What follows belongs to an exercise in optimizing a design on an open flow for small area; a production flow would make more cautious choices. Where RTL was checked, it was by simulation tests only, not by an equivalence proof against the original.

==> raven <==
## convolutional_layer_1
module convolutional_layer_1 (
  input signed [7:0] in,
  input clk, en,
  output signed [191:0] out
);
  reg [7:0] u [0:132];
  integer i;
  wire [16:0] en_n, en_p;
  genvar g, b;
  generate
    for (g = 0; g < 17; g = g + 1) begin : sel
      inv_cell in0 (.a(en), .y(en_n[g]));
      inv_cell in1 (.a(en_n[g]), .y(en_p[g]));
    end
  endgenerate
  wire [7:0] prv [0:132];
  wire [7:0] nxt [0:132];
  assign prv[0] = {~in[7], in[6:0]};
  generate
    for (g = 0; g < 133; g = g + 1) begin : hold
      if (g > 0) begin : link
        assign prv[g] = u[g-1];
      end
      for (b = 0; b < 8; b = b + 1) begin : bt
        wire y;
        hold_mux h (.d(prv[g][b]), .q(u[g][b]), .e(en_p[g / 8]), .e_n(en_n[g / 8]), .y(y));
        assign nxt[g][b] = y;
      end
    end
  endgenerate
  always @(posedge clk) begin
    for (i = 0; i < 133; i = i + 1) u[i] <= nxt[i];
  end
  wire [7:0] x0 = u[0];
  wire [7:0] x1 = u[1];
  wire [7:0] x2 = u[2];
  wire [7:0] x3 = u[3];
  wire [7:0] x4 = u[4];
  wire [7:0] x5 = u[32];
  wire [7:0] x6 = u[33];
  wire [7:0] x7 = u[34];
  wire [7:0] x8 = u[35];
  wire [7:0] x9 = u[36];
  wire [7:0] x10 = u[64];
  wire [7:0] x11 = u[65];
  wire [7:0] x12 = u[66];
  wire [7:0] x13 = u[67];
  wire [7:0] x14 = u[68];
  wire [7:0] x15 = u[96];
  wire [7:0] x16 = u[97];
  wire [7:0] x17 = u[98];
  wire [7:0] x18 = u[99];
  wire [7:0] x19 = u[100];
  wire [7:0] x20 = u[128];
  wire [7:0] x21 = u[129];
  wire [7:0] x22 = u[130];
  wire [7:0] x23 = u[131];
  wire [7:0] x24 = u[132];
  wire i1 = ~x15[0];
  wire s2, c3;
  ha_cell hs2 (.a(x8[0]), .b(i1), .s(s2), .co(c3));
  wire i4 = ~x15[1];
  wire s5, c6;
  fa_cell fs5 (.a(x8[1]), .b(i4), .c(c3), .s(s5), .co(c6));
  wire i7 = ~x15[2];
  wire s8, c9;
  fa_cell fs8 (.a(x8[2]), .b(i7), .c(c6), .s(s8), .co(c9));
  wire i10 = ~x15[3];
  wire s11, c12;
  fa_cell fs11 (.a(x8[3]), .b(i10), .c(c9), .s(s11), .co(c12));
  wire i13 = ~x15[4];
  wire s14, c15;
  fa_cell fs14 (.a(x8[4]), .b(i13), .c(c12), .s(s14), .co(c15));
  wire i16 = ~x15[5];
  wire s17, c18;
  fa_cell fs17 (.a(x8[5]), .b(i16), .c(c15), .s(s17), .co(c18));
  wire i19 = ~x15[6];
  wire s20, c21;
  fa_cell fs20 (.a(x8[6]), .b(i19), .c(c18), .s(s20), .co(c21));
  wire i22 = ~x15[7];
  ...
export LEC_CHECK = 0
export CAP_MARGIN = 20
export CORE_MARGIN = 2
export CORE_UTILIZATION = 55
export CTS_BUF_LIST = sky130_fd_sc_hd__clkbuf_16
export CTS_CLUSTER_DIAMETER = 100
export CTS_CLUSTER_SIZE = 25
export SLEW_MARGIN = 20
export SYNTH_HIERARCHICAL = 1
export SYNTH_MINIMUM_KEEP_SIZE = 0
create_clock -name core_clock -period 18.0 [get_ports {clk}]
standard.sh (not shown) runs the stock make flow with config.mk's settings and CLKGATE_MAP_FILE= SYNTH_SCRIPT=/design/flow/synth_recipe.tcl, a recipe that flattens the netlist after the stock synthesis.
==> flow/flow/run.sh <==
#!/bin/bash
# Standard synthesis and layout with small port buffers; after placement the constant
# output ports of each map share one tie cell.
set -e
bash standard.sh synth > synth.log 2>&1
bash standard.sh BUFFER_PORTS_ARGS="-buffer_cell sky130_fd_sc_hd__buf_1" place > place.log 2>&1
ODB=orfs/results/sky130hd/convolutional_layer_1/base/3_place.odb openroad -no_init -exit flow/merge_ties.tcl > merge_ties.log 2>&1
bash standard.sh BUFFER_PORTS_ARGS="-buffer_cell sky130_fd_sc_hd__buf_1" finish > layout.log 2>&1
==> flow/flow/merge_ties.tcl <==
# Let one tie cell drive all the constant output ports of a map instead of one tie cell each.
read_db $::env(ODB)
set block [[[ord::get_db] getChip] getBlock]
array set keep {}
set removed 0
foreach inst [$block getInsts] {
  if {[[$inst getMaster] getName] ne "sky130_fd_sc_hd__conb_1"} { continue }
  set net "NULL"
  set pin ""
  foreach it [$inst getITerms] {
    set n [$it getNet]
    if {$n ne "NULL" && [[$it getMTerm] getName] in {LO HI}} { set net $n; set pin [[$it getMTerm] getName] }
  }
  if {$net eq "NULL"} { continue }
  set bts [$net getBTerms]
  if {[llength $bts] != 1 || [llength [$net getITerms]] != 1} { continue }
  set name [[lindex $bts 0] getName]
  if {![regexp {^out\[(\d+)\]$} $name -> idx]} { continue }
  set key "$pin[expr {$idx / 32}]"
  if {![info exists keep($key)]} { set keep($key) $net; continue }
  set bt [lindex $bts 0]
  $bt disconnect
  $bt connect $keep($key)
  odb::dbInst_destroy $inst
  odb::dbNet_destroy $net
  incr removed
}
puts "merge_ties: removed $removed tie cells"
write_db $::env(ODB)
==> inputs of ember, as changes to raven <==
--- a/flow/design.v
+++ b/flow/design.v
@@ -2,37 +2,17 @@
   input signed [7:0] in,
   input clk, en,
   output signed [191:0] out
 );
   reg [7:0] u [0:132];
   integer i;
-  wire [16:0] en_n, en_p;
-  genvar g, b;
-  generate
-    for (g = 0; g < 17; g = g + 1) begin : sel
-      inv_cell in0 (.a(en), .y(en_n[g]));
-      inv_cell in1 (.a(en_n[g]), .y(en_p[g]));
-    end
-  endgenerate
-  wire [7:0] prv [0:132];
-  wire [7:0] nxt [0:132];
-  assign prv[0] = {~in[7], in[6:0]};
-  generate
-    for (g = 0; g < 133; g = g + 1) begin : hold
-      if (g > 0) begin : link
-        assign prv[g] = u[g-1];
-      end
-      for (b = 0; b < 8; b = b + 1) begin : bt
-        wire y;
-        hold_mux h (.d(prv[g][b]), .q(u[g][b]), .e(en_p[g / 8]), .e_n(en_n[g / 8]), .y(y));
-        assign nxt[g][b] = y;
-      end
-    end
-  endgenerate
   always @(posedge clk) begin
-    for (i = 0; i < 133; i = i + 1) u[i] <= nxt[i];
+    if (en) begin
+      u[0] <= {~in[7], in[6:0]};
+      for (i = 1; i < 133; i = i + 1) u[i] <= u[i-1];
+    end
   end
   wire [7:0] x0 = u[0];
   wire [7:0] x1 = u[1];
   wire [7:0] x2 = u[2];
   wire [7:0] x3 = u[3];
   wire [7:0] x4 = u[4];
@@ -4372,12 +4352,6 @@
   assign co = (a & b) | (a & c) | (b & c);
 endmodule
 module ha_cell (input a, b, output s, co);
   assign s = a ^ b;
   assign co = a & b;
 endmodule
-module hold_mux (input d, q, e, e_n, output y);
-  assign y = (d & e) | (q & e_n);
-endmodule
-module inv_cell (input a, output y);
-  assign y = ~a;
-endmodule
==> comparison <==
ember passed the timing, design-rule and antenna checks. raven ran to the end with no violations. In utilization, raven and ember hardly differ. Between ember and raven, the lower first-iteration DRC count is in ember (gap 10%, measured against raven). Non-clock buffer count: raven is higher than ember (45). Between raven and ember, the lower sequential share of layout area is in raven (gap 14 points). In raven the register-to-register slack is lower than in ember, by 0.04 ns.
==> figures <==
Outcome: ember no timing/DRC/antenna violations; raven no timing/DRC/antenna violations
Multi-input gate area in the final layout: ember 0.0372 sq mm; raven 0.0466 sq mm
R2R Path Start: ember u[130][5]; raven u[128][6]
CP max stage delay: ember 0.86 ns; raven 1.11 ns
End of the worst hold path: ember u[29][2]; raven u[45][0]
Number of synthesis warnings: ember 8; raven 9
Initial Util: ember 0.553; raven 0.553
Vias in the first global route: ember 39.0k; raven 46.8k
For raven, only the layout was checked, not whether the RTL still works.

==> afterwards: timing with drivers on the ports <==
In the flow no input, the clock included, has a driving cell. The finished layouts below were timed again as built, in two steps. Step 1 assumes that a clkbuf_16 drives the clock port and a buf_2 every other input. Step 2 moves the port delays by t, midway between the first and last clock arrival at a register: inputs arrive t later, outputs are due t later. That takes back most of the time a late clock gives input paths. Three values: ideal, step 1, step 2; two values: the first two.
| run | t, ns | setup slack, ns | latest minus earliest clock arrival (ns) | pins driven straight from the clock port |
|---|---|---|---|---|
| raven | 0.754 | 0.412 / 0.335 / 1.089 | 0.034 / 0.034 | 1 |
| ember | 0.778 | 0.507 / 0.427 / 1.205 | 0.058 / 0.059 | 1 |
After both steps every run listed still meets setup and hold.
